What follows belongs to an exercise in optimizing a design on an open flow for small area and a short achievable clock period; a production flow would make more cautious choices. Only simulation tests tie the RTL to the original design; equivalence was not proved. The clock port is modelled as an ideal driver; clocking choices that lean on that would not hold on a real chip.

Design alu_top, start of the top module:
module alu_top (
    input  wire        clk,
    input  wire [31:0] a,
    input  wire [31:0] b,
    input  wire [3:0]  opcode,
    output wire [31:0] result,
    output wire        zero_flag,
    output wire        carry_flag,
    output wire        sign_flag,
    output wire        overflow_flag
);
    wire op_add = ~opcode[3] & ~opcode[1] & ~opcode[0];              
    wire op_neg = ~opcode[3] & ~opcode[1] &  opcode[0];              
    wire op_mul = ~opcode[3] & ~opcode[2] &  opcode[1];              
    wire op_and = ~opcode[3] &  opcode[2] &  opcode[1] & ~opcode[0];  
    wire op_xor = ~opcode[3] &  opcode[2] &  opcode[1] &  opcode[0];  
    wire op_sh  =  opcode[3] & (opcode[2] | opcode[1]);              
    wire op_shl = op_sh & ~opcode[0];
    wire op_shr = op_sh &  opcode[0];
    wire op_ari = ~opcode[3] & ~(opcode[2] & opcode[1]);             
    wire big = |b[31:5];
    wire [31:0] onehot = big ? 32'd0 : (32'd1 << b[4:0]);
    wire [31:0] a_rev;
    genvar i;
    generate for (i = 0; i < 32; i = i + 1) begin : g_ra
  ...
Settings: LEC_CHECK=0, CAP_MARGIN=20, CORE_MARGIN=2, CORE_UTILIZATION=40, SLEW_MARGIN=20; clock period 12.0 ns.
standard.sh (not shown) runs the stock make flow with config.mk's settings and CLKGATE_MAP_FILE= SYNTH_SCRIPT=/design/flow/synth_recipe.tcl, a recipe that flattens the netlist after the stock synthesis.
==> flow/flow/run.sh <==
#!/bin/bash
# The standard layout (standard.sh), with these changes:
#  - synthesis without the early generic "abc -fast" pass, so that the full
#    adders written in the RTL reach extract_fa as written (no inverters
#    between adder cells); registers are unchanged,
#  - after clock tree synthesis, flow/skew.tcl delays the clock of the second
#    register stage (useful skew for the paths between the two stages),
#  - the smallest buffer cell for the port buffers.
# The SDC and the clock period are the standard flow's. Each tool's output goes to the
# ORFS logs under orfs/logs; make's own output to standard.log.
cp standard.sh standard_sh.txt
bash standard.sh SYNTH_ARGS=-noabc SETUP_SLACK_MARGIN=6.8 \
  "BUFFER_PORTS_ARGS=-buffer_cell sky130_fd_sc_hd__buf_1" \
  POST_CTS_TCL=$PWD/flow/skew.tcl \
  "SKEW_CHAIN=sky130_fd_sc_hd__clkdlybuf4s50_1 sky130_fd_sc_hd__clkbuf_4" \
  finish > standard.log 2>&1
Other scripts of this flow, unchanged in this note and not shown: flow/flow/skew.tcl
==> next run, changes <==
--- a/flow/flow/run.sh
+++ b/flow/flow/run.sh
@@ -10,5 +10,5 @@
 # ORFS logs under orfs/logs; make's own output to standard.log.
 cp standard.sh standard_sh.txt
-bash standard.sh SYNTH_ARGS=-noabc SETUP_SLACK_MARGIN=6.8 \
+bash standard.sh SYNTH_ARGS=-noabc SETUP_SLACK_MARGIN=7.3 \
   "BUFFER_PORTS_ARGS=-buffer_cell sky130_fd_sc_hd__buf_1" \
   POST_CTS_TCL=$PWD/flow/skew.tcl \
What happened: Flip-flop and latch count does not change; die area stays the same; core utilization rose by 2.3 points; worst setup slack improved by 0.39 ns; critical path depth goes up by 14; hold slack degrades by 0.039 ns; synthesized area does not change; via count came out higher by 4.9%.
==> next run, changes <==
- CORE_UTILIZATION: 40 -> 60
- GPL_TIMING_DRIVEN: unset -> 0
What happened: Routed wire length is lower by 1.2%. Setup slack loses 0.76 ns. Area after synthesis is unchanged. Sequential share of layout area is lower by 0.34 points.
==> next run, changes <==
--- a/flow/flow/run.sh
+++ b/flow/flow/run.sh
@@ -10,5 +10,5 @@
 # ORFS logs under orfs/logs; make's own output to standard.log.
 cp standard.sh standard_sh.txt
-bash standard.sh SYNTH_ARGS=-noabc SETUP_SLACK_MARGIN=7.3 \
+bash standard.sh SYNTH_ARGS=-noabc SETUP_SLACK_MARGIN=7.5 \
   "BUFFER_PORTS_ARGS=-buffer_cell sky130_fd_sc_hd__buf_1" \
   POST_CTS_TCL=$PWD/flow/skew.tcl \
- GPL_TIMING_DRIVEN: 0 -> unset
The new run completed with no timing, DRC or antenna violations.
First-iteration DRC count fell by 17%.
Maximum frequency rose by about 8%.
Wire length rose by 3.2%.
Sequential share of layout area rose by 0.20 points.
Cell count fell by about 3.3%.
Cell area fell by 0.52%.
Die area does not change.


Another version of the RTL of alu_top (not shown whole).
For scale: roughly 120 flip-flops, ~110 I/O pins, ~0.019 mm2 of cells after synthesis.
clock: 12.0 ns
lec_check: 0
cap_margin: 20
core_margin: 2
core_utilization: 40
slew_margin: 20
==> flow/flow/run.sh <==
#!/bin/bash
# Standard layout (the standard.sh, unchanged synthesis), with
#  - the smallest buffer cell for the port buffers.
# The SDC and the clock period are the standard flow's.
cp standard.sh standard_sh.txt
bash standard.sh SETUP_SLACK_MARGIN=7 "BUFFER_PORTS_ARGS=-buffer_cell sky130_fd_sc_hd__buf_1" finish > standard.log 2>&1
Next try:
==> flow/flow/run.sh (replaced) <==
#!/bin/bash
# Standard layout (the standard.sh, unchanged synthesis), with
#  - the smallest buffer cell for the port buffers.
# The SDC and the clock period are the standard flow's.
cp standard.sh standard_sh.txt
bash standard.sh SETUP_SLACK_MARGIN=6 "BUFFER_PORTS_ARGS=-buffer_cell sky130_fd_sc_hd__buf_1" finish > standard.log 2>&1
Effect:
- The new run produced a clean layout
- die area stays the same
- count of clock-buffer cells in the layout goes down by 5


RTL: one of the versions met above, not the one the previous note started from.
For scale: roughly 120 flip-flops, about 110 I/O pins, roughly 17000 sq um of cells after synthesis.
export LEC_CHECK = 0
export CAP_MARGIN = 20
export CORE_MARGIN = 2
export CORE_UTILIZATION = 60
export SLEW_MARGIN = 20
create_clock -name core_clock -period 12.0 [get_ports {clk}]
==> flow/flow/run.sh <==
#!/bin/bash
# The standard layout (standard.sh), with these changes:
#  - synthesis without the early generic "abc -fast" pass, so that the full
#    adders written in the RTL reach extract_fa as written (no inverters
#    between adder cells); registers are unchanged,
#  - after clock tree synthesis, flow/skew.tcl delays the clock of the second
#    register stage (useful skew for the paths between the two stages),
#  - the smallest buffer cell for the port buffers.
# The SDC and the clock period are the standard flow's. Each tool's output goes to the
# ORFS logs under orfs/logs; make's own output to standard.log.
cp standard.sh standard_sh.txt
bash standard.sh SYNTH_ARGS=-noabc SETUP_SLACK_MARGIN=7.3 \
  "BUFFER_PORTS_ARGS=-buffer_cell sky130_fd_sc_hd__buf_1" \
  POST_CTS_TCL=$PWD/flow/skew.tcl \
  "SKEW_CHAIN=sky130_fd_sc_hd__clkdlybuf4s50_1 sky130_fd_sc_hd__clkbuf_4" \
  finish > standard.log 2>&1
Other scripts of this flow, unchanged in this note and not shown: flow/flow/skew.tcl
The starting point finished with timing, DRC and antenna clean.
==> next run, changes <==
--- a/flow/flow/run.sh
+++ b/flow/flow/run.sh
@@ -7,3 +7,5 @@
 #    register stage (useful skew for the paths between the two stages),
-#  - the smallest buffer cell for the port buffers.
+#  - the smallest buffer cell for the port buffers,
+#  - no gate cloning in timing repair,
+#  - no dummy loads in clock tree synthesis.
 # The SDC and the clock period are the standard flow's. Each tool's output goes to the
@@ -11,4 +13,5 @@
 cp standard.sh standard_sh.txt
-bash standard.sh SYNTH_ARGS=-noabc SETUP_SLACK_MARGIN=7.3 \
+bash standard.sh SYNTH_ARGS=-noabc SETUP_SLACK_MARGIN=7.3 SKIP_GATE_CLONING=1 \
   "BUFFER_PORTS_ARGS=-buffer_cell sky130_fd_sc_hd__buf_1" \
+  "CTS_ARGS=-sink_clustering_enable -repair_clock_nets -dont_use_dummy_load" \
   POST_CTS_TCL=$PWD/flow/skew.tcl \
CAP_MARGIN = 0   (was 20)
CORE_UTILIZATION = 55   (was 60)
SLEW_MARGIN = 0   (was 20)
The new run went through all stages and came out clean.
Sequential cell count is unchanged.
Final cell count increases by 1.6%.
Setup slack gets worse by 0.036 ns.
Synthesized area does not change.
Fmax decreases by 0.77%.


Setup of build 92:
Starting RTL as in the previous note.
==> flow/config.mk <==
export PLATFORM = sky130hd
export DESIGN_NAME = alu_top
export DESIGN_NICKNAME = alu_top
export VERILOG_FILES = /design/flow/design.v
export SDC_FILE = /design/flow/constraint.sdc
export NUM_CORES = 4
export LEC_CHECK = 0
export CAP_MARGIN = 20
export CORE_MARGIN = 2
export CORE_UTILIZATION = 60
export SLEW_MARGIN = 20
==> flow/constraint.sdc <==
create_clock -name core_clock -period 12.0 [get_ports {clk}]
set_input_delay 2.4000 -clock core_clock [delete_from_list [all_inputs] [get_ports {clk}]]
set_output_delay 2.4000 -clock core_clock [all_outputs]
set_load 0.01 [all_outputs]
==> flow/flow/run.sh <==
#!/bin/bash
# The standard layout (standard.sh), with these changes:
#  - synthesis without the early generic "abc -fast" pass, so that the full
#    adders written in the RTL reach extract_fa as written (no inverters
#    between adder cells); registers are unchanged,
#  - after clock tree synthesis, flow/skew.tcl delays the clock of the second
#    register stage (useful skew for the paths between the two stages),
#  - the smallest buffer cell for the port buffers.
# The SDC and the clock period are the standard flow's. Each tool's output goes to the
# ORFS logs under orfs/logs; make's own output to standard.log.
cp standard.sh standard_sh.txt
bash standard.sh SYNTH_ARGS=-noabc SETUP_SLACK_MARGIN=7.1 \
  "BUFFER_PORTS_ARGS=-buffer_cell sky130_fd_sc_hd__buf_1" \
  POST_CTS_TCL=$PWD/flow/skew.tcl \
  "SKEW_CHAIN=sky130_fd_sc_hd__clkdlybuf4s50_1 sky130_fd_sc_hd__clkbuf_4" \
  finish > standard.log 2>&1
==> flow/flow/skew.tcl <==
# Sourced by ORFS after clock tree synthesis (POST_CTS_TCL).
# Delays the clock of the second register stage (the registers written from
# the multiplier and adder) by a short buffer chain, so that the paths between
# the two register stages get more of the cycle. The registers' clock stays a
# buffered branch of the same clock tree; input and output paths only lose
# time from this.
set stage2_re {^(res_q|cy_q|ovp_q|ari_q)(\\?\[|\$)}
set chain $::env(SKEW_CHAIN)

set db [ord::get_db]
set block [ord::get_db_block]

set groups [dict create]
foreach inst [$block getInsts] {
  if { [regexp $stage2_re [$inst getName]] } {
    set it [$inst findITerm CLK]
    dict lappend groups [[$it getNet] getName] $inst
  }
}

set k 0
dict for {netname insts} $groups {
  set net [$block findNet $netname]
  set sx 0
  set sy 0
  foreach i $insts {
    set loc [$i getLocation]
    set sx [expr { $sx + [lindex $loc 0] }]
    set sy [expr { $sy + [lindex $loc 1] }]
  }
  set n [llength $insts]
  set cx [expr { int($sx / $n) }]
  set cy [expr { int($sy / $n) }]
  set prev $net
  set j 0
  foreach cell $chain {
    set m [$db findMaster $cell]
    set b [odb::dbInst_create $block $m "skewbuf_${k}_${j}"]
    set nn [odb::dbNet_create $block "skewclk_${k}_${j}"]
    $nn setSigType CLOCK
    [$b findITerm A] connect $prev
    [$b findITerm X] connect $nn
    $b setLocation $cx $cy
    $b setPlacementStatus PLACED
    set prev $nn
    incr j
  }
  foreach i $insts {
    set it [$i findITerm CLK]
    $it disconnect
    $it connect $prev
  }
  puts "skew: group $k on $netname: $n registers"
  incr k
}
global_connect

detailed_placement
estimate_parasitics -placement
report_worst_slack -max
report_worst_slack -min
repair_timing_helper
detailed_placement
check_placement -verbose
estimate_parasitics -placement
report_worst_slack -max
report_worst_slack -min
report_checks -from [all_inputs] -to [all_registers -data_pins] -format end
report_checks -from [all_registers -clock_pins] -to [all_registers -data_pins] -format end
report_checks -from [all_registers -clock_pins] -to [all_outputs] -format end
Setup changes, build 92 to build 86
- CORE_UTILIZATION: 60 -> 40
--- a/flow/flow/run.sh
+++ b/flow/flow/run.sh
@@ -6,9 +6,10 @@
 #  - after clock tree synthesis, flow/skew.tcl delays the clock of the second
 #    register stage (useful skew for the paths between the two stages),
-#  - the smallest buffer cell for the port buffers.
+#  - the smallest buffer cell for the port buffers,
+#  - no gate cloning in timing repair.
 # The SDC and the clock period are the standard flow's. Each tool's output goes to the
 # ORFS logs under orfs/logs; make's own output to standard.log.
 cp standard.sh standard_sh.txt
-bash standard.sh SYNTH_ARGS=-noabc SETUP_SLACK_MARGIN=7.1 \
+bash standard.sh SYNTH_ARGS=-noabc SETUP_SLACK_MARGIN=7.3 SKIP_GATE_CLONING=1 \
   "BUFFER_PORTS_ARGS=-buffer_cell sky130_fd_sc_hd__buf_1" \
   POST_CTS_TCL=$PWD/flow/skew.tcl \
==> summary.txt <==
- Worst hold slack ends up lower on build 86.
- Setup slack in build 86 is larger than in build 92.
- Run comparison: build 86 worst setup path endpoint res_q[29]; build 92 worst setup path endpoint zero_flag
- Detailed-routing iteration count for the pre-antenna-repair pass was lower in the run labelled build 92.
--- input diff build 86..build 27 ---
==> flow/flow/run.sh <==
#!/bin/bash
# The standard layout (standard.sh), with these changes:
#  - synthesis without the early generic "abc -fast" pass, so that the full
#    adders written in the RTL reach extract_fa as written (no inverters
#    between adder cells); registers are unchanged,
#  - after clock tree synthesis, flow/skew.tcl delays the clock of the second
#    register stage (useful skew for the paths between the two stages),
#  - the smallest buffer cell for the port buffers.
# The SDC and the clock period are the standard flow's. Each tool's output goes to the
# ORFS logs under orfs/logs; make's own output to standard.log.
cp standard.sh standard_sh.txt
bash standard.sh SYNTH_ARGS=-noabc SETUP_SLACK_MARGIN=7.6 \
  "BUFFER_PORTS_ARGS=-buffer_cell sky130_fd_sc_hd__buf_1" \
  POST_CTS_TCL=$PWD/flow/skew.tcl \
  "SKEW_CHAIN=sky130_fd_sc_hd__clkdlybuf4s50_1 sky130_fd_sc_hd__clkbuf_2 sky130_fd_sc_hd__clkbuf_4" \
  finish > standard.log 2>&1
## What came out
Of the two values seen for beginning of the critical path, x_q[1] was produced by build 86 and res_q[10] by build 27. Routed wire length, build 27 and build 86: smaller value in build 86. Compared with build 86, in build 27 area of the multi-input gates rose 1.3%; critical path depth lost 14; synthesis-to-layout area growth moved up; area after detailed placement held steady.
[inputs] build 32 vs build 27
--- a/flow/flow/run.sh
+++ b/flow/flow/run.sh
@@ -10,7 +10,7 @@
 # ORFS logs under orfs/logs; make's own output to standard.log.
 cp standard.sh standard_sh.txt
-bash standard.sh SYNTH_ARGS=-noabc SETUP_SLACK_MARGIN=7.6 \
+bash standard.sh SYNTH_ARGS=-noabc SETUP_SLACK_MARGIN=6.8 \
   "BUFFER_PORTS_ARGS=-buffer_cell sky130_fd_sc_hd__buf_1" \
   POST_CTS_TCL=$PWD/flow/skew.tcl \
-  "SKEW_CHAIN=sky130_fd_sc_hd__clkdlybuf4s50_1 sky130_fd_sc_hd__clkbuf_2 sky130_fd_sc_hd__clkbuf_4" \
+  "SKEW_CHAIN=sky130_fd_sc_hd__clkdlybuf4s50_1 sky130_fd_sc_hd__clkbuf_4" \
   finish > standard.log 2>&1
--- a/flow/flow/skew.tcl
+++ b/flow/flow/skew.tcl
@@ -5,5 +5,5 @@
 # buffered branch of the same clock tree; input and output paths only lose
 # time from this.
-set stage2_re {^(res_q|cy_q|ovp_q|ari_q)(\\?\[|\$)}
+set stage2_re {^(res_q|cy_q|ovp_q|ari_q)(\[|\$)}
 set chain $::env(SKEW_CHAIN)
 
Results
- For build 27, the cell with the largest stage delay on the worst path was sky130_fd_sc_hd__dfxtp_2, unlike build 32, where it was sky130_fd_sc_hd__fa_2.
- Build 32 finished end to end and its layout was clean on timing, DRC and antenna.
- Relative to build 27, register-to-register slack has decreased by 0.64 ns in build 32.
- Count of fill cells added during filler insertion was higher in build 32 than in build 27.

[static timing again, ports no longer ideal]
In the flow no input, the clock included, has a driving cell. The finished layouts below were timed again as built, in two steps.
Step 1, drivers: a clkbuf_16 drives clk and a buf_2 each remaining input, both assumed.
Step 2, shift: input delay + t, output delay - t, t = (earliest + latest rising clock arrival at the registers) / 2. This alone moves slack from input paths to output paths.
a / b / c = no drivers / after step 1 / after step 2; a / b = the first two.
run	shift t [ns]	setup WS [ns]	worst hold slack (ns)	clock arrival spread, ns
the first run of note 1	0.808	6.916 / 6.861 / 6.710	0.096 / 0.096 / 0.096	0.649 / 0.649
the second run of note 1	0.793	7.311 / 7.311 / 6.901	0.057 / 0.057 / 0.057	0.643 / 0.642
the third run of note 1	0.787	6.549 / 6.549 / 6.549	0.142 / 0.142 / 0.142	0.672 / 0.672
the fourth run of note 1	0.769	6.946 / 6.946 / 6.946	0.139 / 0.139 / 0.139	0.647 / 0.647
the first run of note 2	0.509	6.442 / 6.442 / 6.442	0.353 / 0.353 / 0.353	0.029 / 0.028
the second run of note 2	0.505	6.093 / 6.093 / 6.093	0.356 / 0.356 / 0.356	0.016 / 0.016
the first run of note 3	0.786	7.331 / 7.312 / 6.736	0.068 / 0.068 / 0.068	0.662 / 0.662
the second run of note 3	0.768	7.295 / 7.295 / 6.867	0.091 / 0.091 / 0.091	0.638 / 0.638
build 92	0.776	7.284 / 7.238 / 6.904	0.113 / 0.113 / 0.113	0.640 / 0.641
build 86	0.800	7.355 / 7.312 / 6.859	0.030 / 0.030 / 0.030	0.643 / 0.643
build 27	0.842	7.329 / 7.275 / 6.986	0.014 / 0.014 / 0.014	0.738 / 0.738
build 32	0.819	6.713 / 6.713 / 6.713	0.208 / 0.208 / 0.208	0.669 / 0.669
Clock arrivals are far apart in 10 of these runs, so t is only a midpoint there and step 2 fits no single register. For the first run of note 3, which loses most, drivers alone change the setup slack by -0.019 ns; drivers and shift together by -0.595 ns.
